From an optimization exercise on the open Yosys and OpenROAD flow, aimed at small area; shortcuts taken in it are not production practice. In this exercise RTL edits were held to simulation tests only and were not proved equivalent to the original. Power and IR drop assume default switching activity.

==> flow/design.v <==
module regfile(
        addr1, addr2, addr3, data1, data2, data3, clk, wr, rst
    );
    input clk, wr, rst;
    input [1:0] addr1, addr2, addr3;
    input [32-1:0] data3;
    output [32-1:0] data1, data2;
    reg [32-1:0] register[3:0];
    assign data1 = register[addr1];
    assign data2 = register[addr2];
    always @(posedge clk) begin
        if(rst) begin
            register[0] <= 32'h12345678;
            register[1] <= 32'h9ABCDEF0;
            register[2] <= 32'hFFFFFFFF;
            register[3] <= 32'h00000001;
        end
        if(wr) begin
            register[addr3] <= data3;
        end
    end
endmodule
module ZeroExtender(
    input  wire       in,     
    output wire [31:0] out     
);
    assign out = {31'b0, in};
endmodule
module Adder(
    input  wire [31:0] A,
    input  wire [31:0] B,
    output wire [31:0] Result
);
    assign Result = A + B;
endmodule
module Subtractor(
    input  wire [31:0] A,
    input  wire [31:0] B,
    output wire [31:0] Result
);
    assign Result = A - B;
endmodule
module And32(
    input  wire [31:0] A,
    input  wire [31:0] B,
    output wire [31:0] Result
);
    assign Result = A & B;
endmodule
module Xor32(
    input  wire [31:0] A,
    input  wire [31:0] B,
    output wire [31:0] Result
);
    assign Result = A ^ B;
endmodule
module SLT(
    input  wire [31:0] A,
    input  wire [31:0] B,
    output wire [31:0] Result
);
    wire less_bit;
    assign less_bit = (A < B) ? 1'b1 : 1'b0;
    ZeroExtender ze(.in(less_bit), .out(Result));
endmodule
module ALU(
    input  wire [31:0] A,
    input  wire [31:0] B,
    input  wire [2:0]  ALUControl,
    output reg  [31:0] Result,
    output wire        Zero
);
    wire [31:0] addRes, subRes, andRes, xorRes, sltRes;
    Adder       add(.A(A), .B(B),           .Result(addRes));
    Subtractor  sub(.A(A), .B(B),           .Result(subRes));
    And32       _and(.A(A), .B(B),          .Result(andRes));
    Xor32       _xor(.A(A), .B(B),          .Result(xorRes));
    SLT         slt(.A(A), .B(B),           .Result(sltRes));
    always @(*) begin
        case (ALUControl)
            3'b000: Result = addRes;
            3'b001: Result = subRes;
            3'b010: Result = andRes;
            3'b011: Result = xorRes;
            3'b101: Result = sltRes;
            default: Result = 32'b0;
        endcase
    end
    assign Zero = (Result == 32'b0);
endmodule
module Datapath(
    input  wire           clk,
    input  wire           rst,
    input  wire           wr,
    input  wire [2:0]     ALUControl,
    input  wire [1:0]     addr1,
    input  wire [1:0]     addr2,
    input  wire [1:0]     addr3,
    output wire           Zero,
    output wire [31:0]    Result
);
    wire [31:0] data1;
    wire [31:0] data2;
    wire [31:0] alu_result;
    assign Result = alu_result;
    regfile rf (
        .addr1(addr1),
        .addr2(addr2),
        .addr3(addr3),
        .data1(data1),
        .data2(data2),
        .data3(alu_result),
        .clk(clk),
        .wr(wr),
        .rst(rst)
    );
    ALU alu_unit (
        .A(data1),
        .B(data2),
        .ALUControl(ALUControl),
        .Result(alu_result),
        .Zero(Zero)
    );
endmodule
==> flow/run.sh <==
#!/bin/bash
# synth_recipe.tcl (not shown) runs the flow's synth.tcl, then flattens the netlist and writes it again
# the make line also repeats each setting of config.mk as NAME=value (left out here)
make -C /OpenROAD-flow-scripts/flow DESIGN_CONFIG=/design/flow/config.mk WORK_HOME=/design/flow/orfs CLKGATE_MAP_FILE= SYNTH_SCRIPT=/design/flow/synth_recipe.tcl finish
==> flow/config.mk <==
export PLATFORM = sky130hd
export DESIGN_NAME = Datapath
export DESIGN_NICKNAME = Datapath
export VERILOG_FILES = /design/flow/design.v
export SDC_FILE = /design/flow/constraint.sdc
export NUM_CORES = 4
export LEC_CHECK = 0
export CAP_MARGIN = 20
export CORE_MARGIN = 2
export CORE_UTILIZATION = 40
export SLEW_MARGIN = 20
==> flow/constraint.sdc <==
create_clock -name core_clock -period 8.5 [get_ports {clk}]
set_input_delay 1.7000 -clock core_clock [delete_from_list [all_inputs] [get_ports {clk}]]
set_output_delay 1.7000 -clock core_clock [all_outputs]
set_load 0.01 [all_outputs]
==> implementation parameters, run 1 <==
Parameter                              Value

Status
  Run status ... no timing/DRC/antenna violations

Cells and area
  Share of layout cells above drive strength 1 ... 20.81%
  Largest registers ... rf.register: 128 flops
  Post-layout net count ... 1305
  Post-route non-filler standard cell count ... 1618
  Reg with most FFs ... rf.register
  Number of flip-flops under the largest register name ... 128
  Antenna diode count ... 0
  Relative area change from synthesis to final layout ... 18.09%

Global routing
  Met2 routing resource usage after global routing ... 41.58%
  Busiest grt layer ... met2
  Wire length of the first global-routing pass ... 58240 microns
  Grt met1 use ... 38.35%
  Pin count of the biggest net entering global routing ... 43
  Total global routing overflow ... 0
  Number of global-route vias before repair ... 9596
  Global-route track usage on met3 ... 3.493%
  Overall routing resource usage ... 26.64%
  Antenna violations before repair ... 0

Logic synthesis
  Area contributors post-synth ... sky130_fd_sc_hd__edfxtp_1 (35%), sky130_fd_sc_hd__mux4_2 (13%), sky130_fd_sc_hd__ha_1 (7.2%)
  Cell with the most instances after synthesis ... sky130_fd_sc_hd__nor2_1
  Post-Syn Area per Cell ... 9.726 sq um
  Distinct cells, synth ... 91
  Number of synthesized flops with an enable pin ... 128
  Total standard cell area after synthesis ... 11130 sq um
  Portion of synthesized cell area occupied by the leading cell type ... 34.54%
  Cell count after synthesis ... 1144
  Biggest area consumer among synthesized cells ... sky130_fd_sc_hd__edfxtp_1
  Top FF cell, synth ... sky130_fd_sc_hd__edfxtp_1
  Commonest cells in the synthesized netlist ... sky130_fd_sc_hd__nor2_1 (131), sky130_fd_sc_hd__edfxtp_1 (128), sky130_fd_sc_hd__nand2_1 (111)
  Warnings, synthesis ... 2
  Share of flip-flops with an asynchronous set or reset ... 0%
  Sequential cell area fraction in the yosys report ... 34.54%
  Post-synthesis sequential element count ... 128

Worst setup path
  Sequence of cells on the critical path ... buf_2, buf_12, mux4_2, ha_1, buf_4, or4_4, a21oi_4, a2111oi_2, buf_4, or3_1, a21oi_1, nor3_1, o32a_1, a31oi_2, buf_4, inv_1, clkdlybuf4s50_1
  Count of buffer and inverter cells on the critical path ... 7
  Arrival time of the worst setup path ... 6.50 ns
  Kind of end point of the critical path ... output port
  Critical path class ... primary input to output port
  Setup crit start kind ... primary input
  Top cell by count, worst path ... sky130_fd_sc_hd__buf_4
  Slowest cell on the critical path ... sky130_fd_sc_hd__or4_4
  Largest driver fanout on the critical path ... 9
  Kind of cell adding the most delay to the critical path ... buffers and inverters
  Delay contributed by the slowest stage of the critical path ... 0.56 ns
  Required arrival time at the worst endpoint ... 6.80 ns

Clock tree
  Buffer count from post-CTS setup fixing ... 0
  Total clock buffers created by CTS ... 17
  Clk pin slew, worst setup/hold paths ... 0.05 ns
  Clock Sink Count ... 128
  Max clock buf depth ... 2
  Buffer type at the clock tree root ... sky130_fd_sc_hd__clkbuf_16
  Skew-Pair Late Insertion Delay ... 0.42 ns
  H-tree lvl count ... 4
  Clock tree from TritonCTS ... done

Floorplan
  Starting density of the core ... 40.38%
  Full die area ... 29170 sq um
  Area of the core ... 27550 sq um
  Number of standard-cell rows in the floorplan ... 61
  Horizontal extent of the die ... 170.8 microns
  Die height ... 170.8 microns
  Top-Level Pins ... 45

Power
  Total power density per cell area ... 203.3 nW/um^2
  Standby leakage power ... 5.089 nW
  Peak VDD IR ... 0.1359 mV

STA
  Max-Slew Margin vs Limit ... 20.68%
  Share of the cycle needed by the critical path after routing ... 96.52%
  Final Hold Fails ... 0
  Summed negative setup slack over all endpoints ... 0 ns
  Slew Viols, Final ... 0
  Setup skew after layout ... 0.01475 ns
  Final number of setup-violating endpoints ... 0
  Peak clock frequency supported by timing ... 121.9 MHz
  RSZ-0062 raised after global routing ... no
  Shortest period the worst path allows ... 8.204 ns
  Worst Tran Pin Value ... 1.185 ns

Drt
  Count of nets left with antenna violations after detail routing ... 0
  Wire length per cell ... 23.84 microns
  DRC Markers ... 0
  Drt via density ... 6.186
  Iteration count of the initial detailed-routing pass ... 7
  Total wire length after detailed routing ... 38570 microns
  Total vias in the final route ... 10010
  Drt first-iter violations ... 1216

Min path
  Worst min-delay path category ... flop to flop

Placement
  Half-perimeter wire length of the detailed placement result ... 28020 microns
  Port Buffers ... 44
  Number of cells in the design after placement ... 1586
  Last weighted congestion value of the routability-driven placer ... 0.9476

Job
  Max-capacitance violation count ... 0
==> layer usage <==
metal	routed length (microns)	vias up
met5	0	-
met4	1085	0
met3	3482	74
met2	17350	552
met1	16650	4935
li1	-	4448
==> placed cells by master (no fill, tap or decap), types with 21 or more instances in the layout <==
cell type / n
sky130_fd_sc_hd__inv_1: 89
sky130_fd_sc_hd__clkdlybuf4s50_1: 39
sky130_fd_sc_hd__nor3_1: 24
sky130_fd_sc_hd__nand2b_1: 23
sky130_fd_sc_hd__nand2_1: 111
sky130_fd_sc_hd__ha_1: 62
sky130_fd_sc_hd__mux2i_1: 21
sky130_fd_sc_hd__o21ai_0: 35
sky130_fd_sc_hd__a21oi_1: 59
sky130_fd_sc_hd__mux4_2: 65
sky130_fd_sc_hd__buf_4: 92
sky130_fd_sc_hd__edfxtp_1: 128
sky130_fd_sc_hd__nor2_1: 130
==> cell type report <==
cell class / count / area [sq um]
Inverter: 97 / 364.1
Clock buffer: 17 / 425.4
Fill cell: 2604 / 14410
Tap cell: 378 / 473.0
Sequential cell: 128 / 3844
Multi-Input combinational cell: 842 / 6678
Clock inverter: 15 / 160.2
Timing Repair Buffer: 141 / 1196
==> through the flow <==
stage | setup WS, ns | hold WS [ns] | util, % | total power (W) | area [sq um]
after global routing | 0.1887 | 1.328 | 47.69 | 0.002787 | 13140
after detailed placement | -0.01262 | 1.207 | 45.33 | 0.001921 | 12490
after global placement | -0.0009979 | 1.198 | 45.33 | 0.001917 | 12490
after floorplan | 0.6464 | 1.061 | - | 0.001488 | 11130
after CTS | 0.006611 | 1.232 | 47.48 | 0.002641 | 13080
final | 0.2956 | 1.232 | 47.69 | 0.002671 | 13140
==> where the power goes <==
part | internal, W | switching (W) | leakage [nW]
Combinational | 0.000487 | 0.000706 | 3.64
Clock | 0.000434 | 0.000288 | 0.272
Sequential | 0.000739 | 0.0000172 | 1.18
==> final timing paths <==
check / depth (start not counted) / end / slack, ns / startpoint
hold reg to reg: 5 / rf.register[2][2]$_SDFFCE_PN1P_ / 1.23 / rf.register[0][2]$_SDFFCE_PN0P_
setup reg to reg: 14 / rf.register[0][30]$_SDFFCE_PN0P_ / 3.91 / rf.register[3][4]$_SDFFCE_PN0P_
hold / removal: 5 / rf.register[2][2]$_SDFFCE_PN1P_ / 1.23 / rf.register[0][2]$_SDFFCE_PN0P_
setup / recovery: 17 / Result[30] / 0.30 / addr1[0]
==> worst register-to-register path: stages, from the launching register on <==
cell	delay (ns)
sky130_fd_sc_hd__edfxtp_1	0.38
sky130_fd_sc_hd__mux4_2	0.51
sky130_fd_sc_hd__ha_1	0.41
sky130_fd_sc_hd__buf_4	0.20
sky130_fd_sc_hd__or4_4	0.56
sky130_fd_sc_hd__a21oi_4	0.30
sky130_fd_sc_hd__a2111oi_2	0.18
sky130_fd_sc_hd__buf_4	0.17
sky130_fd_sc_hd__or3_1	0.36
sky130_fd_sc_hd__a21oi_1	0.42
sky130_fd_sc_hd__nor3_1	0.11
sky130_fd_sc_hd__o32a_1	0.18
sky130_fd_sc_hd__a31oi_2	0.30
sky130_fd_sc_hd__buf_4	0.20
sky130_fd_sc_hd__nor2_1	0.05
==> logic make-up (layout without fill, tap and decap cells) <==
| group | count (synthesis) | count (layout) | share of synthesized area [%] |
|---|---|---|---|
| adders and majority gates | 66 | 66 | 7.557 |
| xor gates and xnor gates | 16 | 16 | 1.259 |
| AOI/OAI and AO/OA | 268 | 268 | 17.87 |
| and+or+nand+nor | 402 | 402 | 17.15 |
| DFF | 128 | 128 | 34.54 |
| muxes | 90 | 90 | 15.48 |
| buffers and inverters | 174 | 270 | 6.140 |
==> what timing repair did <==
item,CTS,global route
setup endpoints to repair,1,2
hold buffers,0,0
gates resized for setup,1,13
pin swaps,0,4
==> run 2: changes to the inputs <==
==> flow/design.v (replaced) <==
module regfile(
    input  wire        clk,
    input  wire        rst,
    input  wire        wr,
    input  wire [1:0]  addr1,
    input  wire [1:0]  addr2,
    input  wire [1:0]  addr3,
    input  wire [31:0] data3,
    output wire [31:0] data1,
    output wire [31:0] data2
);
    localparam [31:0] C0 = 32'h12345678;
    localparam [31:0] C1 = 32'h9ABCDEF0;
    localparam [31:0] C2 = 32'hFFFFFFFF;
    localparam [31:0] C3 = 32'h00000001;
    reg [31:0] register [0:3];
    wire [31:0] keep = {32{~rst}};
    wire [31:0] load = {32{rst}};
    always @(posedge clk) begin
        register[0] <= (register[0] & keep) | (C0 & load);
        register[1] <= (register[1] & keep) | (C1 & load);
        register[2] <= (register[2] & keep) | (C2 & load);
        register[3] <= (register[3] & keep) | (C3 & load);
        if (wr)
            register[addr3] <= data3;
    end
    assign data1 = register[addr1];
    assign data2 = register[addr2];
endmodule
module ALU(
    input  wire [31:0] A,
    input  wire [31:0] B,
    input  wire [2:0]  ALUControl,
    output wire [31:0] Result,
    output wire        Zero
);
    wire op_add = (ALUControl == 3'b000);
    wire op_sub = (ALUControl == 3'b001);
    wire op_and = (ALUControl == 3'b010);
    wire op_xor = (ALUControl == 3'b011);
    wire op_slt = (ALUControl == 3'b101);
    wire inv    = op_sub | op_slt;       
    wire arith  = op_add | op_sub;
    wire [31:0] bx = B ^ {32{inv}};
    wire [31:0] p  = A ^ bx;
    wire [31:0] g  = A & bx;
    wire [7:0] bg, bp;
    genvar k, j;
    generate
        for (k = 0; k < 8; k = k + 1) begin : blk
            assign bg[k] = g[4*k+3] | (p[4*k+3] & g[4*k+2]) |
                           (p[4*k+3] & p[4*k+2] & g[4*k+1]) |
                           (p[4*k+3] & p[4*k+2] & p[4*k+1] & g[4*k]);
            assign bp[k] = &p[4*k+3:4*k];
        end
    endgenerate
    wire [7:0] g0 = {bg[7:1], bg[0] | (bp[0] & inv)};
    wire [7:0] p0 = {bp[7:1], 1'b0};
    wire [7:0] g1, p1;
    wire [7:0] g2, p2;
    wire [7:0] g3, p3;
    generate
        for (k = 0; k < 8; k = k + 1) begin : l1
            if (k % 2 == 1) begin : m
                assign g1[k] = g0[k] | (p0[k] & g0[k-1]);
                assign p1[k] = p0[k] & p0[k-1];
            end else begin : n
                assign g1[k] = g0[k];
                assign p1[k] = p0[k];
            end
        end
        for (k = 0; k < 8; k = k + 1) begin : l2
            if (k % 4 >= 2) begin : m
                assign g2[k] = g1[k] | (p1[k] & g1[(k/4)*4+1]);
                assign p2[k] = p1[k] & p1[(k/4)*4+1];
            end else begin : n
                assign g2[k] = g1[k];
                assign p2[k] = p1[k];
            end
        end
        for (k = 0; k < 8; k = k + 1) begin : l3
            if (k >= 4) begin : m
                assign g3[k] = g2[k] | (p2[k] & g2[3]);
                assign p3[k] = p2[k] & p2[3];
            end else begin : n
                assign g3[k] = g2[k];
                assign p3[k] = p2[k];
            end
        end
    endgenerate
    wire [32:0] c;
    assign c[0] = inv;
    generate
        for (k = 0; k < 8; k = k + 1) begin : bc
            if (k > 0) begin : cin
                assign c[4*k] = g3[k-1];
            end
            for (j = 1; j < 4; j = j + 1) begin : rip
                assign c[4*k+j] = g[4*k+j-1] | (p[4*k+j-1] & c[4*k+j-1]);
            end
        end
    endgenerate
    assign c[32] = g3[7];
    wire [31:0] sum = p ^ c[31:0];
    wire less = ~c[32];                  
    assign Result = ({32{arith}} & sum) | ({32{op_and}} & g) |
                    ({32{op_xor}} & p) | {31'b0, op_slt & less};
    assign Zero = ~|Result;
endmodule
module Datapath(
    input  wire           clk,
    input  wire           rst,
    input  wire           wr,
    input  wire [2:0]     ALUControl,
    input  wire [1:0]     addr1,
    input  wire [1:0]     addr2,
    input  wire [1:0]     addr3,
    output wire           Zero,
    output wire [31:0]    Result
);
    wire [31:0] data1;
    wire [31:0] data2;
    regfile rf (
        .clk(clk), .rst(rst), .wr(wr),
        .addr1(addr1), .addr2(addr2), .addr3(addr3),
        .data3(Result), .data1(data1), .data2(data2)
    );
    ALU alu_unit (
        .A(data1), .B(data2), .ALUControl(ALUControl),
        .Result(Result), .Zero(Zero)
    );
endmodule
--- a/flow/config.mk
+++ b/flow/config.mk
@@ -7,2 +7,3 @@
 export LEC_CHECK = 0
+export ABC_AREA = 1
 export CAP_MARGIN = 20
==> run 2 against run 1 <==
Net effect: cell count grew 4.7%; routed wire length fell by 25%; clock-buffer cell count grew 6; sequential power decreased by about 10%; area after synthesis fell by 21%; maximum frequency decreased by 1.1%; worst hold slack lost 0.76 ns; flip-flop and latch count unchanged; clock skew up 0.0032 ns; critical path depth rose by 10; global-route usage down 1.1 points; combinational power fell by 25%.
==> implementation parameters, run 2 <==
Parameter                              Value

Status
  Run status ... no timing/DRC/antenna violations

Drt
  Drt via density ... 5.295
  Total vias in the final route ... 8970
  Iteration count of the initial detailed-routing pass ... 5
  Drt first-iter violations ... 750
  DRC Markers ... 0
  Count of nets left with antenna violations after detail routing ... 0
  Wire length per cell ... 17.14 microns
  Total wire length after detailed routing ... 29040 microns

Placement
  Last weighted congestion value of the routability-driven placer ... 0.9262
  Number of cells in the design after placement ... 1656
  Port Buffers ... 44
  Half-perimeter wire length of the detailed placement result ... 19850 microns
  Area after DPL ... 10220 sq um

Power
  Relative contribution of the clock network to total power ... 32.9%
  Peak VDD IR ... 0.09970 mV
  Cell internal pwr ... 0.001533 W
  Total power density per cell area ... 214.9 nW/um^2
  Power consumption ... 0.002353 W
  Net switching fraction of the power ... 34.88%
  Sequential share of power ... 28.9%
  Standby leakage power ... 5.531 nW
  Comb power frac ... 38.1%
  Sw power ... 0.0008208 W

Global routing
  Pin count of the biggest net entering global routing ... 54
  Number of global-route vias before repair ... 8700
  Overall routing resource usage ... 25.51%
  Antenna violations before repair ... 0
  Wire length of the first global-routing pass ... 47150 microns
  Total global routing overflow ... 0

Logic synthesis
  Portion of synthesized cell area occupied by the leading cell type ... 29.27%
  Sequential cell area fraction in the yosys report ... 29.27%
  Biggest area consumer among synthesized cells ... sky130_fd_sc_hd__dfxtp_1
  Cell count after synthesis ... 1291
  Area contributors post-synth ... sky130_fd_sc_hd__dfxtp_1 (29%), sky130_fd_sc_hd__inv_1 (11%), sky130_fd_sc_hd__nand2_1 (7.4%)
  Distinct cells, synth ... 34
  Post-synthesis sequential element count ... 128
  Commonest cells in the synthesized netlist ... sky130_fd_sc_hd__inv_1 (254), sky130_fd_sc_hd__nand2_1 (173), sky130_fd_sc_hd__dfxtp_1 (128), sky130_fd_sc_hd__nor2_1 (128), sky130_fd_sc_hd__o21ai_0 (123)
  Top FF cell, synth ... sky130_fd_sc_hd__dfxtp_1
  Number of synthesized flops with an enable pin ... 0
  Total standard cell area after synthesis ... 8755 sq um
  Cell with the most instances after synthesis ... sky130_fd_sc_hd__inv_1
  Share of flip-flops with an asynchronous set or reset ... 0%
  Post-Syn Area per Cell ... 6.781 sq um
  Warnings, synthesis ... 1

Worst setup path
  Required arrival time at the worst endpoint ... 6.80 ns
  Origin of the critical flop-to-flop path ... rf.register[1][0]$_DFF_P_
  Count of buffer and inverter cells on the critical path ... 6
  Largest driver fanout on the critical path ... 10
  Endpoint of the most critical register-to-register path ... rf.register[2][31]$_DFF_P_
  Reg2Reg Setup Slack ... 3.98 ns
  Setup crit start kind ... primary input
  Critical path class ... primary input to output port
  Kind of end point of the critical path ... output port
  Number of cells on the worst reg-to-reg path ... 24
  Delay contributed by the slowest stage of the critical path ... 0.50 ns
  Kind of cell adding the most delay to the critical path ... adder cells
  Arrival time of the worst setup path ... 6.59 ns
  Slowest cell on the critical path ... sky130_fd_sc_hd__clkdlybuf4s50_1

Floorplan
  Number of standard-cell rows in the floorplan ... 54
  Full die area ... 23090 sq um
  Top-Level Pins ... 45
  Horizontal extent of the die ... 151.9 microns
  Starting density of the core ... 40.49%
  Area of the core ... 21620 sq um
  Die height ... 151.9 microns

Clock tree
  Clk pin slew, worst setup/hold paths ... 0.06 ns
  Total clock buffers created by CTS ... 17
  H-tree lvl count ... 4
  Max clock buf depth ... 2
  Buffer type at the clock tree root ... sky130_fd_sc_hd__clkbuf_16
  Clock tree from TritonCTS ... done
  Clock Sink Count ... 128
  Skew-Pair Late Insertion Delay ... 0.44 ns

Min path
  Worst min-delay path category ... flop to flop
  Count of cells along the worst hold path ... 2
  Launch point of the worst hold path ... rf.register[1][0]$_DFF_P_
  Hold Path End ... rf.register[1][0]$_DFF_P_

STA
  Slew Viols, Final ... 0
  Final number of setup-violating endpoints ... 0
  Final Hold Fails ... 0
  Summed negative setup slack over all endpoints ... 0 ns
  Peak clock frequency supported by timing ... 120.6 MHz
  Worst Tran Pin Value ... 0.9703 ns
  Shortest period the worst path allows ... 8.293 ns
  Share of the cycle needed by the critical path after routing ... 97.56%
  RSZ-0062 raised after global routing ... yes
  Setup skew after layout ... 0.01797 ns
  Max-Slew Margin vs Limit ... 35.16%

Cells and area
  Multi-input gate area in the final layout ... 5010 sq um
  Post-layout net count ... 1467
  Relative area change from synthesis to final layout ... 25.07%
  Post-route core utilization ... 50.64%
  Number of flip-flops under the largest register name ... 128
  Final design area excluding fillers ... 10950 sq um
  Number of fill cells ... 2162
  Post-route non-filler standard cell count ... 1694
  Most frequent cells in the layout ... sky130_fd_sc_hd__inv_1 (254), sky130_fd_sc_hd__nand2_1 (172), sky130_fd_sc_hd__dfxtp_1 (128)
  Share of layout cells above drive strength 1 ... 13.94%
  Largest registers ... rf.register: 128 flops
  Most frequent standard cell in the layout excluding fill and tap cells ... sky130_fd_sc_hd__inv_1
  Sequential Area ... 2562 sq um
  Reg with most FFs ... rf.register

Job
  Max-capacitance violation count ... 0
## run 2: repair_timing
action	CTS	global route
hold buffers	0	0
pin swaps	1	7
setup buffers	2	3
gates resized for setup	6	20
hold endpoints to repair	0	0
setup endpoints to repair	1	10
## run 2: worst register-to-register path: cells and delay by family, from the launching register on
family	cells	cell delay (ns)
flops	1	0.35
xor+xnor	1	0.14
fa+ha+maj	4	1.66
simple gates	11	1.07
compound gates	4	0.64
buf+inv	4	0.50
## run 2: power groups by stage
stage / Combinational (W) / Sequential [W] / Clock (W)
2_1_floorplan: 0.000519 / 0.000685 / 0
3_3_place_gp: 0.000859 / 0.000691 / 0
3_5_place_dp: 0.000868 / 0.000692 / 0
4_1_cts: 0.000879 / 0.000679 / 0.000784
5_1_grt: 0.00101 / 0.000686 / 0.000810
6_report: 0.000898 / 0.000680 / 0.000775
## run 2: logic make-up after synthesis
kind of cell	count (synthesis)	share of synthesized area [%]
buffers and inverters	331	14.42
XOR/XNOR	35	3.501
adder cells (fa/ha/maj)	55	9.833
AO/OA/AOI/OAI	361	24.10
flip-flops	128	29.27
AND/OR/NAND/NOR	381	18.88
## run 2: area by class of cell
cell class,count,area share [%]
Timing Repair Buffer,160,13.00
Antenna cell,1,0.02285
Clock buffer,23,4.457
Sequential cell,128,23.40
Multi-Input combinational cell,832,45.75
Tap cell,280,3.200
Inverter,261,8.970
Clock inverter,9,1.188
## run 2: through the flow
stage	hold WS (ns)	setup slack, ns
after floorplan	0.4410	0.6880
after global placement	0.4580	-0.2716
after detailed placement	0.4626	-0.2706
after CTS	0.4718	0.03700
after global routing	0.4882	-0.1363
final	0.4751	0.2071
## run 2: worst max path at each step
stage	from	endpoint	slack (ns)	depth (start not counted)
floorplan	addr2[0]	Zero	0.69	26
global placement	ALUControl[1]	Zero	-0.27	25
detailed placement	ALUControl[1]	Zero	-0.27	25
CTS	addr2[1]	Zero	0.04	32
global route	addr2[1]	Zero	-0.14	31
finish	addr2[1]	Zero	0.21	27
## run 2: per-layer routing
metal	up-vias	share of wire [%]	global-route usage [%]
li1	4431	-	-
met1	4165	47	35.84
met2	326	44	39.73
met3	48	6.4	4.250
met4	0	2.3	8.901
met5	-	0	0
==> run 3: changes to the inputs <==
--- a/flow/design.v
+++ b/flow/design.v
@@ -26,4 +26,12 @@
     end
-    assign data1 = register[addr1];
-    assign data2 = register[addr2];
+    wire [3:0] s1 = 4'b0001 << addr1;
+    wire [3:0] s2 = 4'b0001 << addr2;
+    wire [31:0] r0 = register[0];
+    wire [31:0] r1 = register[1];
+    wire [31:0] r2 = register[2];
+    wire [31:0] r3 = register[3];
+    assign data1 = ({32{s1[0]}} & r0) | ({32{s1[1]}} & r1) |
+                   ({32{s1[2]}} & r2) | ({32{s1[3]}} & r3);
+    assign data2 = ({32{s2[0]}} & r0) | ({32{s2[1]}} & r1) |
+                   ({32{s2[2]}} & r2) | ({32{s2[3]}} & r3);
 endmodule
@@ -43,5 +51,5 @@
     wire arith  = op_add | op_sub;
-    wire [31:0] bx = B ^ {32{inv}};
-    wire [31:0] p  = A ^ bx;
-    wire [31:0] g  = A & bx;
+    wire en_s   = arith | op_xor;       
+    wire [31:0] p  = A ^ B ^ {32{inv}};
+    wire [31:0] g  = A & ~p & {32{~op_xor}};
     wire [7:0] bg, bp;
@@ -105,4 +113,4 @@
     wire less = ~c[32];                  
-    assign Result = ({32{arith}} & sum) | ({32{op_and}} & g) |
-                    ({32{op_xor}} & p) | {31'b0, op_slt & less};
+    assign Result = ({32{en_s}} & sum) | ({32{op_and}} & g) |
+                    {31'b0, op_slt & less};
     assign Zero = ~|Result;
==> flow/flow/run.sh (new file) <==
#!/bin/bash
# Own flow: the standard synthesis, then its combinational logic re-mapped
# by ABC with an area-oriented script (flip-flops untouched), then the
# standard layout steps from floorplan to finish.
set -euo pipefail
W=$PWD
R=$W/orfs/results/$FLOW_PLATFORM/Datapath/base
LIB=$FLOW_HOME/platforms/$FLOW_PLATFORM/lib/sky130_fd_sc_hd__tt_025C_1v80.lib

bash standard.sh synth > $W/synth_standard.log 2>&1
cp $R/1_2_yosys.v $W/synth_standard.v

DONTUSE=$(sed -n '/DONT_USE_CELLS +=/,/^#/p' $FLOW_HOME/platforms/$FLOW_PLATFORM/config.mk \
    | grep -o 'sky130_fd_sc_hd__[a-z0-9_]*' | sed 's/^/-dont_use /' | tr '\n' ' ')
sed -e "s#@IN@#$W/synth_standard.v#" -e "s#@OUT@#$W/synth_remap.v#" -e "s#@LIB@#$LIB#g" \
    -e "s#@ABC@#$W/flow/remap.abc#" -e "s#@DONTUSE@#$DONTUSE#" $W/flow/remap.ys > $W/remap_run.ys
yosys -q -l $W/remap.log $W/remap_run.ys > /dev/null 2>&1

cp $W/synth_remap.v $R/1_2_yosys.v
rm -f $R/1_synth.odb
bash standard.sh synth > $W/synth_odb.log 2>&1
bash standard.sh "BUFFER_PORTS_ARGS=-buffer_cell sky130_fd_sc_hd__buf_1" finish > $W/layout.log 2>&1
==> flow/flow/remap.abc (new file) <==
strash
&get -n
&dch -f
&nf -R 1000
&put
topo
stime -c
==> flow/flow/remap.ys (new file) <==
# Re-map the combinational logic of the standard synthesis netlist with a
# different ABC script; the flip-flops (kept as black boxes) and their
# names are left exactly as the standard synthesis made them.
read_verilog @IN@
read_liberty -overwrite -ignore_miss_func @LIB@
setattr -mod -set blackbox 1 sky130_fd_sc_hd__df* sky130_fd_sc_hd__edf* sky130_fd_sc_hd__sdf* sky130_fd_sc_hd__sedf*
hierarchy -top Datapath
flatten
opt_clean -purge
abc -liberty @LIB@ @DONTUSE@ -script @ABC@
read_liberty -lib -overwrite -ignore_miss_func @LIB@
opt_clean -purge
splitnets
opt_clean -purge
hilomap -singleton -hicell sky130_fd_sc_hd__conb_1 HI -locell sky130_fd_sc_hd__conb_1 LO
insbuf -buf sky130_fd_sc_hd__buf_4 A X
check -assert
stat -liberty @LIB@
select Datapath
write_verilog -noattr -nohex -nodec -selected @OUT@
==> flow/standard.sh (new file) <==
#!/bin/bash
# synth_recipe.tcl (not shown) runs the flow's synth.tcl, then flattens the netlist and writes it again
# the make line also repeats each setting of config.mk as NAME=value (left out here)
make -C /OpenROAD-flow-scripts/flow DESIGN_CONFIG=/design/flow/config.mk WORK_HOME=/design/flow/orfs CLKGATE_MAP_FILE= SYNTH_SCRIPT=/design/flow/synth_recipe.tcl "${@:-finish}"
--- a/flow/config.mk
+++ b/flow/config.mk
@@ -11,2 +11,4 @@
 export CORE_UTILIZATION = 40
+export CTS_BUF_LIST = sky130_fd_sc_hd__clkbuf_8
+export GPL_TIMING_DRIVEN = 0
 export SLEW_MARGIN = 20
removed: flow/run.sh
==> run 3 against run 2 <==
Net effect: sequential share of layout area increased by 5.4 points; flip-flop and latch count unchanged; core utilization increased by 0.46 points; worst setup slack worse by 0.0068 ns; critical endpoint unchanged.
==> implementation parameters, run 3 <==
Parameter                              Value

Floorplan
  Die height ... 137.9 microns
  Horizontal extent of the die ... 137.9 microns
  Number of standard-cell rows in the floorplan ... 48
  Top-Level Pins ... 45
  Starting density of the core ... 41.16%
  Full die area ... 19010 sq um
  Area of the core ... 17420 sq um

Drt
  Count of nets left with antenna violations after detail routing ... 0
  DRC Markers ... 0
  Drt via density ... 6.049
  Drt first-iter violations ... 1040
  Total wire length after detailed routing ... 27290 microns
  Iteration count of the initial detailed-routing pass ... 10
  Wire length per cell ... 21.39 microns
  Total vias in the final route ... 7718

STA
  RSZ-0062 raised after global routing ... yes
  Share of the cycle needed by the critical path after routing ... 97.64%
  Final number of setup-violating endpoints ... 0
  Summed negative setup slack over all endpoints ... 0 ns
  Final Hold Fails ... 0
  Shortest period the worst path allows ... 8.300 ns
  Peak clock frequency supported by timing ... 120.5 MHz
  Final Worst Setup Slack ... 0.2003 ns
  Max-Slew Margin vs Limit ... 19.81%
  Slew Viols, Final ... 0
  Setup skew after layout ... 0.01194 ns
  Worst Tran Pin Value ... 1.198 ns

Placement
  Setup WS pre-CTS ... -1.928 ns
  Half-perimeter wire length of the detailed placement result ... 15420 microns
  Area after DPL ... 7895 sq um
  Port Buffers ... 44
  Last weighted congestion value of the routability-driven placer ... 0.8670

Logic synthesis
  Cell count after synthesis ... 921
  Post-Syn Area per Cell ... 7.783 sq um
  Warnings, synthesis ... 1
  Total standard cell area after synthesis ... 7168 sq um

Clock tree
  Clock Sink Count ... 128
  Buffer type at the clock tree root ... sky130_fd_sc_hd__clkbuf_8
  Clock tree from TritonCTS ... done
  Clk pin slew, worst setup/hold paths ... 0.07 ns
  Max clock buf depth ... 2
  Skew-Pair Late Insertion Delay ... 0.45 ns
  H-tree lvl count ... 4
  Total clock buffers created by CTS ... 17

Min path
  Hold Path End ... rf.register[3][5]$_DFF_P_
  Count of cells along the worst hold path ... 2
  Launch point of the worst hold path ... rf.register[3][5]$_DFF_P_
  Worst min-delay path category ... flop to flop

Power
  Peak VDD IR ... 0.1262 mV
  Comb power frac ... 41.2%
  Power consumption ... 0.002103 W
  Total power density per cell area ... 236.3 nW/um^2
  Cell internal pwr ... 0.001304 W
  Net switching fraction of the power ... 38.00%
  Relative contribution of the clock network to total power ... 25.2%
  Standby leakage power ... 3.374 nW
  Sw power ... 0.0007993 W
  Sequential share of power ... 33.6%

Worst setup path
  Critical path class ... primary input to output port
  Setup crit start kind ... primary input
  Endpoint of the most critical register-to-register path ... rf.register[0][31]$_DFF_P_
  Largest driver fanout on the critical path ... 7
  Required arrival time at the worst endpoint ... 6.80 ns
  Kind of end point of the critical path ... output port
  Number of cells on the worst reg-to-reg path ... 24
  Origin of the critical flop-to-flop path ... rf.register[0][0]$_DFF_P_
  Arrival time of the worst setup path ... 6.60 ns
  Reg2Reg Setup Slack ... 3.86 ns

Cells and area
  Reg with most FFs ... rf.register
  Relative area change from synthesis to final layout ... 24.16%
  Most frequent cells in the layout ... sky130_fd_sc_hd__nand2_1 (196), sky130_fd_sc_hd__dfxtp_1 (128), sky130_fd_sc_hd__nor2_1 (78)
  Share of layout cells above drive strength 1 ... 17.13%
  Final design area excluding fillers ... 8900 sq um
  Number of flip-flops under the largest register name ... 128
  Most frequent standard cell in the layout excluding fill and tap cells ... sky130_fd_sc_hd__nand2_1
  Post-layout net count ... 1050
  Post-route core utilization ... 51.10%
  Number of fill cells ... 1704
  Antenna diode count ... 0
  Largest registers ... rf.register: 128 flops

Status
  Run status ... no timing/DRC/antenna violations

Global routing
  Pin count of the biggest net entering global routing ... 23
  Antenna violations before repair ... 0
  Number of global-route vias before repair ... 6859
  Wire length of the first global-routing pass ... 40490 microns
  Overall routing resource usage ... 28.81%
  Total global routing overflow ... 0

Job
  Max-capacitance violation count ... 0
## run 3: changes by cell type in the layout (fill, tap and decap cells not counted), sizes merged, moves of 23 or more
| cell | change |
|---|---|
| a21oi | -37 |
| a222oi | +63 |
| a22oi | -46 |
| clkdlybuf4s50 | -38 |
| clkinv | +29 |
| fa | -23 |
| ha | -32 |
| inv | -254 |
| nand2 | +26 |
| nand3 | -26 |
| nor2 | -40 |
| o21ai | -58 |
| o22ai | -33 |
| xnor2 | +66 |
## run 3: layer usage
metal	GRT usage, %	share of wire, %	wire length (microns)	up-vias
met2	46.23	45	12410	433
met5	0	0	0	-
met1	36.66	41	11150	3622
met3	7.200	9.9	2696	71
li1	-	-	-	3592
met4	12.59	3.8	1034	0
## run 3: worst max path at each step
| stage | from | end | slack, ns | cells after the start |
|---|---|---|---|---|
| 2_1_floorplan | addr1[0] | Zero | 0.03 | 25 |
| 3_3_place_gp | addr1[0] | Zero | -2.24 | 27 |
| 3_5_place_dp | addr2[1] | Zero | -1.93 | 27 |
| 4_1_cts | addr2[1] | Zero | 0.004 | 27 |
| 5_1_grt | addr1[1] | Zero | -0.08 | 27 |
| 6_report | addr2[1] | Zero | 0.20 | 26 |
## run 3: layout make-up
type / count / area (sq um) / area share [%]
multi-input cells: 735 / 4623 / 51.95
flip-flops and latches: 128 / 2562 / 28.79
repair buffers: 92 / 676.9 / 7.606
well taps: 225 / 281.5 / 3.163
clock buffers: 20 / 275.3 / 3.093
plain buffers: 32 / 240.2 / 2.699
inverters: 32 / 122.6 / 1.378
clock inverters: 12 / 117.6 / 1.322
## run 3: repair_timing
action                     in CTS  in global routing
setup buffers                  25                 16
hold endpoints to repair        0                  0
hold buffers                    0                  0
gates resized for setup        35                 33
cloned                          6                  0
setup endpoints to repair      22                  2
pin swaps                      17                 28
## run 3: critical path, stage by stage
cell                       delay, ns
sky130_fd_sc_hd__buf_4          0.17
sky130_fd_sc_hd__nor2b_4        0.16
sky130_fd_sc_hd__a222oi_1       0.37
sky130_fd_sc_hd__nand2_1        0.15
sky130_fd_sc_hd__xor2_2         0.20
sky130_fd_sc_hd__o211ai_1       0.14
sky130_fd_sc_hd__a21oi_2        0.18
sky130_fd_sc_hd__o21bai_4       0.15
sky130_fd_sc_hd__a21oi_2        0.07
sky130_fd_sc_hd__or2_1          0.26
sky130_fd_sc_hd__o221ai_2       0.26
sky130_fd_sc_hd__nand2_2        0.14
sky130_fd_sc_hd__o21ai_2        0.19
sky130_fd_sc_hd__nand4_1        0.14
sky130_fd_sc_hd__nand2_2        0.12
sky130_fd_sc_hd__a21oi_4        0.06
sky130_fd_sc_hd__xor2_1         0.18
sky130_fd_sc_hd__a21oi_2        0.28
sky130_fd_sc_hd__clkinv_2       0.11
sky130_fd_sc_hd__or4_4          0.45
sky130_fd_sc_hd__nor3_4         0.20
sky130_fd_sc_hd__nand3_2        0.12
sky130_fd_sc_hd__nor4_4         0.26
sky130_fd_sc_hd__nand4_1        0.12
sky130_fd_sc_hd__nor4_1         0.21
sky130_fd_sc_hd__buf_2          0.18
## run 3: power groups by stage
stage | registers, W | logic (W) | clock network, W
2_1_floorplan | 0.000706 | 0.000548 | 0
3_3_place_gp | 0.000717 | 0.000715 | 0
5_1_grt | 0.000714 | 0.000936 | 0.000561
4_1_cts | 0.000705 | 0.000794 | 0.000532
6_report | 0.000706 | 0.000866 | 0.000530
3_5_place_dp | 0.000718 | 0.000733 | 0
## run 3: per-stage QoR
stage / cells / hold slack (ns)
finish: 1276 / 0.4818
global route: 1276 / 0.5016
CTS: 1261 / 0.4860
detailed placement: 1198 / 0.4715
global placement: 1190 / 0.4612
floorplan: 921 / 0.4425
==> run 4: changes to the inputs <==
--- a/flow/flow/run.sh
+++ b/flow/flow/run.sh
@@ -21,2 +21,5 @@
 bash standard.sh synth > $W/synth_odb.log 2>&1
-bash standard.sh "BUFFER_PORTS_ARGS=-buffer_cell sky130_fd_sc_hd__buf_1" finish > $W/layout.log 2>&1
+bash standard.sh REMOVE_ABC_BUFFERS=1 \
+    "BUFFER_PORTS_ARGS=-buffer_cell sky130_fd_sc_hd__buf_1" \
+    "CTS_ARGS=-sink_clustering_enable -repair_clock_nets -buf_list sky130_fd_sc_hd__clkbuf_8 -sink_clustering_size 24 -sink_clustering_max_diameter 80 -dont_use_dummy_load" \
+    finish > $W/layout.log 2>&1
--- a/flow/config.mk
+++ b/flow/config.mk
@@ -11,4 +11,2 @@
 export CORE_UTILIZATION = 40
-export CTS_BUF_LIST = sky130_fd_sc_hd__clkbuf_8
-export GPL_TIMING_DRIVEN = 0
 export SLEW_MARGIN = 20
==> run 4 against run 3 <==
Net effect: critical path depth shrank 1; combinational power shrank 7.2%; die area is the same; critical endpoint unchanged; still clean on timing, DRC and antenna; largest cell class unchanged; register-to-register slack gained 0.22 ns; clock skew grew 0.010 ns; power shrank 9.4%.
==> implementation parameters, run 4 <==
Parameter                              Value

Status
  Run status ... no timing/DRC/antenna violations

Cells and area
  Relative area change from synthesis to final layout ... 16.44%
  Reg with most FFs ... rf.register
  Post-route non-filler standard cell count ... 1251
  Most frequent standard cell in the layout excluding fill and tap cells ... sky130_fd_sc_hd__nand2_1
  Sequential Area ... 2562 sq um
  Largest registers ... rf.register: 128 flops
  Number of flip-flops under the largest register name ... 128
  Post-route core utilization ... 47.92%
  Number of fill cells ... 1775
  Most frequent cells in the layout ... sky130_fd_sc_hd__nand2_1 (197), sky130_fd_sc_hd__dfxtp_1 (128), sky130_fd_sc_hd__nor2_1 (81)
  Multi-input gate area in the final layout ... 4384 sq um
  Post-layout net count ... 1038
  Final design area excluding fillers ... 8347 sq um
  Share of layout cells above drive strength 1 ... 12.30%

Worst setup path
  Kind of end point of the critical path ... output port
  Largest driver fanout on the critical path ... 15
  Arrival time of the worst setup path ... 6.57 ns
  Critical path class ... primary input to output port
  Setup crit start kind ... primary input
  Reg2Reg Setup Slack ... 4.08 ns
  Delay contributed by the slowest stage of the critical path ... 0.45 ns
  Slowest cell on the critical path ... sky130_fd_sc_hd__or3_1
  Required arrival time at the worst endpoint ... 6.80 ns

STA
  Slew Viols, Final ... 0
  Setup skew after layout ... 0.02200 ns
  Final Hold Fails ... 0
  Worst Tran Pin Value ... 0.9068 ns
  Shortest period the worst path allows ... 8.269 ns
  Final Hold Slack ... 0.4815 ns
  Max-Slew Margin vs Limit ... 39.40%
  Final number of setup-violating endpoints ... 0
  Summed negative setup slack over all endpoints ... 0 ns
  Peak clock frequency supported by timing ... 120.9 MHz
  Share of the cycle needed by the critical path after routing ... 97.28%

Floorplan
  Area of the core ... 17420 sq um
  Starting density of the core ... 41.16%
  Die height ... 137.9 microns
  Full die area ... 19010 sq um
  Horizontal extent of the die ... 137.9 microns
  Number of standard-cell rows in the floorplan ... 48
  Top-Level Pins ... 45

Placement
  Last weighted congestion value of the routability-driven placer ... 0.9297
  Port Buffers ... 44
  Half-perimeter wire length of the detailed placement result ... 17180 microns
  Number of cells in the design after placement ... 1229
  Area after DPL ... 7970 sq um

Clock tree
  Total clock buffers created by CTS ... 17
  H-tree lvl count ... 4
  Clk pin slew, worst setup/hold paths ... 0.07 ns
  Skew-Pair Late Insertion Delay ... 0.46 ns
  Max clock buf depth ... 2
  Clock Sink Count ... 128
  Cts hold-fix bufs ... 0
  Clock tree from TritonCTS ... done
  Buffer type at the clock tree root ... sky130_fd_sc_hd__clkbuf_8

Power
  Standby leakage power ... 3.119 nW
  Total power density per cell area ... 228.3 nW/um^2
  Peak VDD IR ... 0.1108 mV

Drt
  Total vias in the final route ... 7599
  Wire length per cell ... 21.38 microns
  Count of nets left with antenna violations after detail routing ... 0
  Total wire length after detailed routing ... 26750 microns
  Drt first-iter violations ... 1113
  Drt via density ... 6.074
  Iteration count of the initial detailed-routing pass ... 7
  DRC Markers ... 0

Job
  Max-capacitance violation count ... 0

Logic synthesis
  Warnings, synthesis ... 1
  Post-Syn Area per Cell ... 7.783 sq um
  Total standard cell area after synthesis ... 7168 sq um
  Cell count after synthesis ... 921

Min path
  Worst min-delay path category ... flop to flop

Global routing
  Antenna violations before repair ... 2
  Wire length of the first global-routing pass ... 40770 microns
  Overall routing resource usage ... 28.64%
  Pin count of the biggest net entering global routing ... 32
  Number of global-route vias before repair ... 6939
  Total global routing overflow ... 0
[run 4: cell type report]
cell class | instances | area share (%)
Inverter | 32 | 1.439
Antenna cell | 2 | 0.05996
Sequential cell | 128 | 30.70
Tap cell | 225 | 3.373
Multi-Input combinational cell | 729 | 52.53
Clock buffer | 17 | 2.803
Timing Repair Buffer | 118 | 9.099
[run 4: stage by stage]
stage	total power [W]	setup slack [ns]
after floorplan	0.001198	-0.7063
after global placement	0.001468	0.02929
after detailed placement	0.001472	-0.1109
after CTS	0.001865	0.03563
after global routing	0.002014	-0.02195
final	0.001905	0.2312
[run 4: worst paths after layout]
check,to,from,cells after the start
worst max-delay path,Zero,addr1[1],25
worst min-delay path,rf.register[3][23]$_DFF_P_,rf.register[3][23]$_DFF_P_,2
worst max register to register,rf.register[0][31]$_DFF_P_,rf.register[2][0]$_DFF_P_,25
worst min register to register,rf.register[3][23]$_DFF_P_,rf.register[3][23]$_DFF_P_,2
[run 4: what timing repair did]
action                     in CTS  in global routing
pin swaps                       0                 15
hold endpoints to repair        0                  0
setup endpoints to repair       1                  2
setup buffers                   0                  3
gates resized for setup         3                 32
[run 4: layer usage]
metal,routed length [microns],vias to the layer above,global-route usage (%)
met1,11570,3543,39.21
met2,11450,448,43.10
met5,0,-,0
met3,2687,64,6.579
li1,-,3544,-
met4,1039,0,12.36
[run 4: worst max-delay path: cells and delay by family]
family / cells / cell delay [ns]
buffers and inverters: 5 / 0.79
AND/OR/NAND/NOR: 13 / 2.45
AO/OA/AOI/OAI: 6 / 1.44
XOR/XNOR: 1 / 0.18
[run 4: power breakdown]
part | total, W | switching (W) | internal [W] | leakage (nW)
Clock | 0.000393 | 0.000217 | 0.000176 | 0.122
Sequential | 0.000709 | 0.0000483 | 0.000661 | 1.05
Combinational | 0.000804 | 0.000480 | 0.000324 | 1.95
Total | 0.00191 | 0.000746 | 0.00116 | 3.12
==> run 5: changes to the inputs <==
--- a/flow/flow/run.sh
+++ b/flow/flow/run.sh
@@ -23,3 +23,3 @@
     "BUFFER_PORTS_ARGS=-buffer_cell sky130_fd_sc_hd__buf_1" \
-    "CTS_ARGS=-sink_clustering_enable -repair_clock_nets -buf_list sky130_fd_sc_hd__clkbuf_8 -sink_clustering_size 24 -sink_clustering_max_diameter 80 -dont_use_dummy_load" \
+    "CTS_ARGS=-sink_clustering_enable -repair_clock_nets -buf_list sky130_fd_sc_hd__clkbuf_8 -dont_use_dummy_load" \
     finish > $W/layout.log 2>&1
==> flow/flow/remap.abc (replaced) <==
strash
&get -n
&dch -f
&nf -R 60
&put
topo
stime -c
==> run 5 against run 4 <==
Net effect: still clean; sequential power hardly changed; worst hold slack hardly changed; clock-buffer cell count stayed put; die area is 0.58% higher; synthesized cell count is 0.22% higher; clock skew is 0.0039 ns higher; register-to-register slack worse by 0.03 ns; critical path depth is 1 lower; design area is 1.8% higher; global-route usage is 1.9 points lower; largest cell class unchanged; largest power group unchanged.
==> implementation parameters, run 5 <==
Parameter                              Value

Power
  Cell internal pwr ... 0.001187 W
  Sw power ... 0.0007601 W
  Total power density per cell area ... 229.1 nW/um^2
  Comb power frac ... 43.4%
  Sequential share of power ... 36.5%
  Standby leakage power ... 3.216 nW
  Peak VDD IR ... 0.1158 mV
  Net switching fraction of the power ... 39.05%
  Relative contribution of the clock network to total power ... 20.0%

Job
  Max-capacitance violation count ... 0

STA
  Slew Viols, Final ... 0
  Worst Tran Pin Value ... 1.095 ns
  Max-Slew Margin vs Limit ... 27.02%
  Final Hold Fails ... 0
  Share of the cycle needed by the critical path after routing ... 97.13%
  Shortest period the worst path allows ... 8.256 ns
  Peak clock frequency supported by timing ... 121.1 MHz
  Setup skew after layout ... 0.02594 ns
  Final number of setup-violating endpoints ... 0
  Final Hold Slack ... 0.4813 ns

Worst setup path
  Required arrival time at the worst endpoint ... 6.80 ns
  Count of buffer and inverter cells on the critical path ... 3
  Delay contributed by the slowest stage of the critical path ... 0.53 ns
  Launching element of the worst setup path ... addr1[1]
  Setup crit start kind ... primary input
  Slowest cell on the critical path ... sky130_fd_sc_hd__or4_1
  Critical path class ... primary input to output port
  Top cell by count, worst path ... sky130_fd_sc_hd__xnor2_2
  Largest driver fanout on the critical path ... 4
  Sequence of cells on the critical path ... clkbuf_2, and2_4, a222oi_1, nand2_1, xnor2_2, xnor2_2, nand2b_4, nor2_1, a21oi_1, or2_1, o221ai_2, nand2_2, a21oi_4, nor2b_4, o32a_1, clkinv_1, or4_1, or4_4, nor3_4, nand3_2, nor4_4, nand4_1, nor4_2, buf_2
  Kind of end point of the critical path ... output port
  Arrival time of the worst setup path ... 6.56 ns
  Origin of the critical flop-to-flop path ... rf.register[2][1]$_DFF_P_
  Kind of cell adding the most delay to the critical path ... simple AND/OR/NAND/NOR gates

Clock tree
  Cts hold-fix bufs ... 0
  Skew-Pair Late Insertion Delay ... 0.46 ns
  Buffer type at the clock tree root ... sky130_fd_sc_hd__clkbuf_8
  Clock tree from TritonCTS ... done
  Max clock buf depth ... 2
  Clk pin slew, worst setup/hold paths ... 0.07 ns
  Clock Sink Count ... 128
  H-tree lvl count ... 4
  Total clock buffers created by CTS ... 17

Drt
  Total wire length after detailed routing ... 26260 microns
  Wire length per cell ... 20.93 microns
  Count of nets left with antenna violations after detail routing ... 0
  Iteration count of the initial detailed-routing pass ... 8
  DRC Markers ... 0
  Drt first-iter violations ... 1025
  Total vias in the final route ... 7636
  Drt via density ... 6.084

Floorplan
  Full die area ... 19120 sq um
  Horizontal extent of the die ... 138.3 microns
  Starting density of the core ... 40.42%
  Die height ... 138.3 microns
  Area of the core ... 17840 sq um
  Top-Level Pins ... 45
  Number of standard-cell rows in the floorplan ... 49

Placement
  Area after DPL ... 8045 sq um
  Port Buffers ... 44
  Half-perimeter wire length of the detailed placement result ... 16830 microns
  Last weighted congestion value of the routability-driven placer ... 0.9452

Logic synthesis
  Cell count after synthesis ... 923
  Warnings, synthesis ... 1
  Post-Syn Area per Cell ... 7.812 sq um
  Total standard cell area after synthesis ... 7211 sq um

Global routing
  Total global routing overflow ... 0
  Number of global-route vias before repair ... 7152
  Wire length of the first global-routing pass ... 40420 microns
  Overall routing resource usage ... 26.73%
  Antenna violations before repair ... 0
  Pin count of the biggest net entering global routing ... 33

Cells and area
  Relative area change from synthesis to final layout ... 17.82%
  Final design area excluding fillers ... 8496 sq um
  Antenna diode count ... 0
  Number of flip-flops under the largest register name ... 128
  Post-layout net count ... 1040
  Reg with most FFs ... rf.register
  Most frequent cells in the layout ... sky130_fd_sc_hd__nand2_1 (199), sky130_fd_sc_hd__dfxtp_1 (128), sky130_fd_sc_hd__nor2_1 (82)
  Largest registers ... rf.register: 128 flops
  Share of layout cells above drive strength 1 ... 13.26%
  Most frequent standard cell in the layout excluding fill and tap cells ... sky130_fd_sc_hd__nand2_1

Min path
  Worst min-delay path category ... flop to flop
  Launch point of the worst hold path ... rf.register[3][31]$_DFF_P_

Status
  Run status ... no timing/DRC/antenna violations
## run 5: metrics by stage
step           setup TNS, ns  instances  util, %  setup slack [ns]  power (W)
6_report                   0       1255    47.62            0.2437   0.001947
5_1_grt             -0.05678       1255    47.62          -0.05678   0.002057
4_1_cts                    0       1252    46.41           0.01599   0.001887
3_5_place_dp               0       1235    45.09           0.04647   0.001501
3_3_place_gp               0       1235    45.09            0.1474   0.001494
2_1_floorplan        -0.3529        891        -           -0.3529   0.001222
## run 5: cell type report
cell class                      count  area (sq um)
Fill cell                        1827          9345
Multi-Input combinational cell    731          4502
Tap cell                          229         286.5
Inverter                           32         120.1
Timing Repair Buffer              118         790.8
Sequential cell                   128          2562
Clock buffer                       17         234.0
## run 5: path summary, 6_finish.rpt
check / to / slack (ns) / cells after the start
max: Zero / 0.24 / 24
min: rf.register[3][31]$_DFF_P_ / 0.48 / 2
max reg2reg: rf.register[0][31]$_DFF_P_ / 4.05 / 23
min reg2reg: rf.register[3][31]$_DFF_P_ / 0.48 / 2
## run 5: power groups by stage
| stage | Combinational, W | Clock (W) | Sequential (W) |
|---|---|---|---|
| floorplan | 0.000514 | 0 | 0.000708 |
| global placement | 0.000773 | 0 | 0.000721 |
| detailed placement | 0.000779 | 0 | 0.000721 |
| CTS | 0.000783 | 0.000395 | 0.000709 |
| global route | 0.000918 | 0.000421 | 0.000719 |
| finish | 0.000846 | 0.000390 | 0.000711 |
## run 5: worst register-to-register path, delay by kind of cell, from the launching register on
family / cells / cell delay [ns]
DFF: 1 / 0.33
buffers and inverters: 2 / 0.34
xor gates and xnor gates: 3 / 0.57
and+or+nand+nor: 8 / 1.11
AOI/OAI and AO/OA: 10 / 1.96
## run 5: metal layers
metal / track usage, % / vias to the layer above / share of wire (%) / routed length (microns)
met5: 0 / - / 0 / 0
met4: 9.774 / 0 / 2.9 / 759
met3: 5.923 / 62 / 9.0 / 2366
met2: 42.97 / 397 / 45 / 11760
met1: 35.38 / 3635 / 43 / 11370
li1: - / 3542 / - / -
## run 5: repair_timing
item,CTS,global route
setup endpoints to repair,0,1
setup buffers,0,3
resized for setup,0,45
hold endpoints to repair,0,0
==> run 6: changes to the inputs <==
==> flow/flow/remap.abc (replaced) <==
strash
&get -n
&dch -f
&nf -R 1000
&put
topo
stime -c
==> run 6 against run 5 <==
Net effect: largest cell class unchanged; highest routed layer unchanged; first-iteration DRC count is 8.6% higher; worst hold slack hardly changed; non-clock buffer count stayed put; design area is 1.8% lower; core utilization is 0.30 points higher; synthesized cell count is 0.22% lower; routed wire length is 1.9% higher; die area is 0.58% lower; maximum frequency is 0.15% lower; critical path type unchanged.
==> implementation parameters, run 6 <==
Parameter                              Value

Status
  Run status ... no timing/DRC/antenna violations

Cells and area
  Most frequent cells in the layout ... sky130_fd_sc_hd__nand2_1 (197), sky130_fd_sc_hd__dfxtp_1 (128), sky130_fd_sc_hd__nor2_1 (81)
  Most frequent standard cell in the layout excluding fill and tap cells ... sky130_fd_sc_hd__nand2_1
  Largest registers ... rf.register: 128 flops
  Number of flip-flops under the largest register name ... 128
  Post-layout net count ... 1038
  Post-route core utilization ... 47.92%
  Reg with most FFs ... rf.register
  Share of layout cells above drive strength 1 ... 12.30%
  Relative area change from synthesis to final layout ... 16.44%

Placement
  Port Buffers ... 44
  Half-perimeter wire length of the detailed placement result ... 17180 microns
  Last weighted congestion value of the routability-driven placer ... 0.9297

STA
  Share of the cycle needed by the critical path after routing ... 97.28%
  Final number of setup-violating endpoints ... 0
  Final Hold Slack ... 0.4815 ns
  Final Hold Fails ... 0
  Max-Slew Margin vs Limit ... 39.40%
  Setup skew after layout ... 0.02200 ns
  Worst Tran Pin Value ... 0.9068 ns
  Peak clock frequency supported by timing ... 120.9 MHz
  Shortest period the worst path allows ... 8.269 ns
  Summed negative setup slack over all endpoints ... 0 ns
  Slew Viols, Final ... 0

Logic synthesis
  Warnings, synthesis ... 1
  Total standard cell area after synthesis ... 7168 sq um
  Post-Syn Area per Cell ... 7.783 sq um
  Cell count after synthesis ... 921

Drt
  Iteration count of the initial detailed-routing pass ... 7
  Drt via density ... 6.074
  Total vias in the final route ... 7599
  Drt first-iter violations ... 1113
  Wire length per cell ... 21.38 microns
  Met3 wire length ... 2687 microns
  DRC Markers ... 0
  Routed metal-1 wire length ... 11570 microns
  Highest routed layer ... met4
  Count of nets left with antenna violations after detail routing ... 0
  Met2 WL ... 11450 microns
  Total wire length after detailed routing ... 26750 microns

Worst setup path
  Launching element of the worst setup path ... addr1[1]
  Largest driver fanout on the critical path ... 15
  Reg2Reg Setup Slack ... 4.08 ns
  Kind of end point of the critical path ... output port
  Critical path class ... primary input to output port
  Arrival time of the worst setup path ... 6.57 ns
  Endpoint of the most critical register-to-register path ... rf.register[0][31]$_DFF_P_
  Setup crit start kind ... primary input
  Number of cells on the worst reg-to-reg path ... 25
  Origin of the critical flop-to-flop path ... rf.register[2][0]$_DFF_P_
  Required arrival time at the worst endpoint ... 6.80 ns

Floorplan
  Top-Level Pins ... 45
  Full die area ... 19010 sq um
  Number of standard-cell rows in the floorplan ... 48
  Horizontal extent of the die ... 137.9 microns
  Die height ... 137.9 microns
  Area of the core ... 17420 sq um
  Starting density of the core ... 41.16%

Job
  Max-capacitance violation count ... 0

Min path
  Hold Path End ... rf.register[3][23]$_DFF_P_
  Worst min-delay path category ... flop to flop
  Launch point of the worst hold path ... rf.register[3][23]$_DFF_P_
  Count of cells along the worst hold path ... 2

Global routing
  Overall routing resource usage ... 28.64%
  Pin count of the biggest net entering global routing ... 32
  Total global routing overflow ... 0
  Number of global-route vias before repair ... 6939
  Antenna violations before repair ... 2
  Wire length of the first global-routing pass ... 40770 microns

Power
  Total power density per cell area ... 228.3 nW/um^2
  Standby leakage power ... 3.119 nW
  Peak VDD IR ... 0.1108 mV

Clock tree
  Clock Sink Count ... 128
  Clock tree from TritonCTS ... done
  Buffer type at the clock tree root ... sky130_fd_sc_hd__clkbuf_8
  Clk pin slew, worst setup/hold paths ... 0.07 ns
  Total clock buffers created by CTS ... 17
  Max clock buf depth ... 2
  Skew-Pair Late Insertion Delay ... 0.46 ns
  H-tree lvl count ... 4
[run 6: changes by cell type in the layout (fill, tap and decap cells not counted), sizes merged, moves of 3 or more]
cell / previous run / this run
o21ai: 55 / 65
xnor2: 70 / 66
nor2b: 11 / 8
a21oi: 67 / 71
[run 6: worst max-delay path by stage]
stage / end / cells past startpoint / slack (ns)
floorplan: Zero / 25 / -0.71
detailed placement: Zero / 27 / -0.11
finish: Zero / 25 / 0.23
global placement: Zero / 27 / 0.03
global route: Zero / 27 / -0.02
CTS: Zero / 27 / 0.04
[run 6: area by class of cell]
class | instances | area [sq um]
tap | 225 | 281.5
timing repair buffer | 118 | 759.5
sequential | 128 | 2562
antenna | 2 | 5.005
fill | 1775 | 9070
multi-input combinational | 729 | 4384
inverter | 32 | 120.1
clock buffer | 17 | 234.0
[run 6: routing by layer]
layer	vias to the layer above	global-route usage, %
met5	-	0
met4	0	12.36
met3	64	6.579
met2	448	43.10
met1	3543	39.21
li1	3544	-
[run 6: worst max-delay path, stage by stage]
cell	delay (ns)
sky130_fd_sc_hd__buf_1	0.12
sky130_fd_sc_hd__and2_1	0.20
sky130_fd_sc_hd__buf_4	0.14
sky130_fd_sc_hd__buf_4	0.20
sky130_fd_sc_hd__a222oi_1	0.28
sky130_fd_sc_hd__a21boi_0	0.38
sky130_fd_sc_hd__xnor2_1	0.18
sky130_fd_sc_hd__or3_1	0.45
sky130_fd_sc_hd__nor3_1	0.20
sky130_fd_sc_hd__nor3_1	0.10
sky130_fd_sc_hd__o21ai_4	0.08
sky130_fd_sc_hd__nand4_1	0.10
sky130_fd_sc_hd__nand2_1	0.07
sky130_fd_sc_hd__a21oi_1	0.07
sky130_fd_sc_hd__o21ai_1	0.20
sky130_fd_sc_hd__buf_4	0.15
sky130_fd_sc_hd__nand3_1	0.08
sky130_fd_sc_hd__a222oi_1	0.43
sky130_fd_sc_hd__nand3_1	0.16
sky130_fd_sc_hd__nor3_2	0.17
sky130_fd_sc_hd__nand3_1	0.11
sky130_fd_sc_hd__nor4_1	0.31
sky130_fd_sc_hd__nand4_1	0.19
sky130_fd_sc_hd__nor4_2	0.31
sky130_fd_sc_hd__buf_2	0.18
[run 6: repair_timing]
action / in CTS / in global routing
buffers inserted: 0 / 3
hold buffers: 0 / 0
gates resized for setup: 3 / 32
pin swaps: 0 / 15
cloned: 0 / 0
setup endpoints to repair: 1 / 2
[run 6: report_power, final]
group | leakage (nW) | internal, W | switching [W]
clock | 0.122 | 0.000176 | 0.000217
combinational | 1.95 | 0.000324 | 0.000480
sequential | 1.05 | 0.000661 | 0.0000483
total | 3.12 | 0.00116 | 0.000746
[run 6: stage by stage]
stage,setup slack (ns),cells,cell area [sq um],power [W]
final,0.2312,1251,8347,0.001905
after global routing,-0.02195,1251,8347,0.002014
after CTS,0.03563,1246,8218,0.001865
after detailed placement,-0.1109,1229,7970,0.001472
after global placement,0.02929,1229,7970,0.001468
after floorplan,-0.7063,889,6928,0.001198
==> run 7: changes to the inputs <==
--- a/flow/config.mk
+++ b/flow/config.mk
@@ -10,3 +10,4 @@
 export CORE_MARGIN = 2
-export CORE_UTILIZATION = 40
+export CORE_UTILIZATION = 60
+export PLACE_DENSITY = 0.72
 export SLEW_MARGIN = 20
==> run 7 against run 6 <==
Net effect: worst setup slack got worse by 0.040 ns; die area decreased by 32%; sequential share of layout area increased by 0.53 points; highest routed layer unchanged; still clean on timing, DRC and antenna; clock-buffer cell count unchanged.
==> implementation parameters, run 7 <==
Parameter                              Value

Worst setup path
  Required arrival time at the worst endpoint ... 6.80 ns
  Slowest cell on the critical path ... sky130_fd_sc_hd__or4_4
  Largest driver fanout on the critical path ... 5
  Delay contributed by the slowest stage of the critical path ... 0.55 ns
  Arrival time of the worst setup path ... 6.61 ns
  Kind of end point of the critical path ... output port
  Critical path class ... primary input to output port
  Setup crit start kind ... primary input

Min path
  Worst min-delay path category ... flop to flop

Logic synthesis
  Cell count after synthesis ... 921
  Warnings, synthesis ... 1
  Total standard cell area after synthesis ... 7168 sq um
  Post-Syn Area per Cell ... 7.783 sq um

Floorplan
  Top-Level Pins ... 45
  Full die area ... 12840 sq um
  Area of the core ... 11520 sq um
  Horizontal extent of the die ... 113.3 microns
  Number of standard-cell rows in the floorplan ... 39
  Die height ... 113.3 microns
  Starting density of the core ... 62.24%

STA
  Final Hold Fails ... 0
  Shortest period the worst path allows ... 8.309 ns
  Final Worst Setup Slack ... 0.1908 ns
  Slew Viols, Final ... 0
  Peak clock frequency supported by timing ... 120.3 MHz
  Worst Tran Pin Value ... 1.228 ns
  Final number of setup-violating endpoints ... 0
  Setup skew after layout ... 0.02254 ns
  Share of the cycle needed by the critical path after routing ... 97.76%
  Max-Slew Margin vs Limit ... 18.13%

Cells and area
  Number of fill cells ... 986
  Most frequent cells in the layout ... sky130_fd_sc_hd__nand2_1 (196), sky130_fd_sc_hd__dfxtp_1 (128), sky130_fd_sc_hd__nor2_1 (82)
  Reg with most FFs ... rf.register
  Final design area excluding fillers ... 8204 sq um
  Antenna diode count ... 0
  Multi-input gate area in the final layout ... 4456 sq um
  Relative area change from synthesis to final layout ... 14.45%
  Largest registers ... rf.register: 128 flops
  Post-route core utilization ... 71.24%
  Post-route non-filler standard cell count ... 1155
  Number of flip-flops under the largest register name ... 128
  Sequential Area ... 2562 sq um
  Share of layout cells above drive strength 1 ... 11.66%
  Post-layout net count ... 1026
  Most frequent standard cell in the layout excluding fill and tap cells ... sky130_fd_sc_hd__nand2_1

Power
  Peak VDD IR ... 0.1601 mV
  Power consumption ... 0.001901 W
  Standby leakage power ... 3.079 nW
  Total power density per cell area ... 231.7 nW/um^2

Drt
  Total wire length after detailed routing ... 25660 microns
  Count of nets left with antenna violations after detail routing ... 0
  Wire length per cell ... 22.22 microns
  Drt first-iter violations ... 1347
  DRC Markers ... 0
  Iteration count of the initial detailed-routing pass ... 8
  Total vias in the final route ... 7948
  Drt via density ... 6.881

Clock tree
  Total clock buffers created by CTS ... 17
  Max clock buf depth ... 2
  Cts hold-fix bufs ... 0
  Skew-Pair Late Insertion Delay ... 0.46 ns
  Clock Sink Count ... 128
  Clock tree from TritonCTS ... done
  Clk pin slew, worst setup/hold paths ... 0.07 ns
  Buffer type at the clock tree root ... sky130_fd_sc_hd__clkbuf_8
  H-tree lvl count ... 4

Placement
  Last weighted congestion value of the routability-driven placer ... 0.9441
  Number of cells in the design after placement ... 1135
  Setup WS pre-CTS ... -0.2882 ns
  Port Buffers ... 44
  Half-perimeter wire length of the detailed placement result ... 16340 microns
  Area after DPL ... 7760 sq um

Global routing
  Pin count of the biggest net entering global routing ... 32
  Number of global-route vias before repair ... 7504
  Overall routing resource usage ... 39.80%
  Total global routing overflow ... 0
  Antenna violations before repair ... 0
  Wire length of the first global-routing pass ... 39540 microns

Status
  Run status ... no timing/DRC/antenna violations

Job
  Max-capacitance violation count ... 0
[run 7: metrics by stage]
stage,setup TNS [ns],hold WS [ns]
floorplan,-0.7063,0.4425
detailed placement,-0.2882,0.4707
CTS,0,0.4829
finish,0,0.4838
global placement,-0.02791,0.4565
global route,-0.03965,0.5079
[run 7: final cells by class]
class | instances | share of cell area, %
sequential | 128 | 31.23
clock buffer | 17 | 2.852
timing repair buffer | 106 | 7.961
multi-input combinational | 729 | 54.31
tap | 143 | 2.181
inverter | 32 | 1.464
[run 7: worst max-delay path: cells and delay by family]
kind	cells	cell delay [ns]
AO/OA/AOI/OAI	9	1.58
buffers and inverters	3	0.39
XOR/XNOR	2	0.40
AND/OR/NAND/NOR	12	2.53
[run 7: power breakdown]
| group | internal (W) | switching (W) | total [W] |
|---|---|---|---|
| Sequential | 0.000661 | 0.0000480 | 0.000709 |
| Combinational | 0.000318 | 0.000492 | 0.000810 |
| Clock | 0.000175 | 0.000207 | 0.000382 |
[run 7: final timing paths]
kind / start / end / slack [ns] / depth (start not counted)
worst min register to register: rf.register[3][7]$_DFF_P_ / rf.register[3][7]$_DFF_P_ / 0.48 / 2
worst min-delay path: rf.register[3][7]$_DFF_P_ / rf.register[3][7]$_DFF_P_ / 0.48 / 2
worst max register to register: rf.register[2][0]$_DFF_P_ / rf.register[0][31]$_DFF_P_ / 3.92 / 25
worst max-delay path: addr2[1] / Zero / 0.19 / 26
[run 7: routing by layer]
| metal | GRT usage [%] | routed length [microns] | share of wire [%] |
|---|---|---|---|
| met5 | 0 | 0 | 0 |
| met4 | 22.11 | 1328 | 5.2 |
| met3 | 11.57 | 3544 | 14 |
| met2 | 60.72 | 11090 | 43 |
| met1 | 50.64 | 9694 | 38 |
[run 7: timing repair]
| item | CTS | global route |
|---|---|---|
| endpoints found under the hold margin | 0 | 0 |
| pin swaps | 1 | 20 |
| resized for setup | 7 | 40 |
| endpoints found under the setup margin | 1 | 1 |
| setup buffers | 0 | 3 |

-- static timing again, ports no longer ideal --
No port has a modelled driver above. Below, the same layouts with a new extraction and two added sets of constraints. Step 1 sets driving cells, clkbuf_16 on the clock port and buf_2 on the other inputs (assumed; they add their load-dependent delay and slew). Step 2 also shifts input and output timing later by t, the mid clock arrival at the registers, as if the neighbouring blocks saw the same clock. a / b / c = no drivers / after step 1 / after step 2; a / b = the first two.
run | t, ns | setup WS [ns] | hold WS [ns] | cell pins on the clock port's net
run 1 | 0.450 | 0.296 / 0.265 / 0.265 | 1.232 / 1.232 / 1.232 | 1
run 2 | 0.470 | 0.207 / 0.177 / 0.177 | 0.475 / 0.475 / 0.475 | 1
run 3 | 0.486 | 0.200 / 0.178 / 0.178 | 0.482 / 0.482 / 0.482 | 1
run 4 | 0.488 | 0.231 / 0.168 / 0.168 | 0.482 / 0.482 / 0.482 | 1
run 5 | 0.492 | 0.244 / 0.222 / 0.222 | 0.481 / 0.481 / 0.481 | 1
run 6 | 0.488 | 0.231 / 0.168 / 0.168 | 0.482 / 0.482 / 0.482 | 1
run 7 | 0.485 | 0.191 / 0.166 / 0.166 | 0.484 / 0.484 / 0.484 | 1
After both steps every run listed still meets setup and hold.
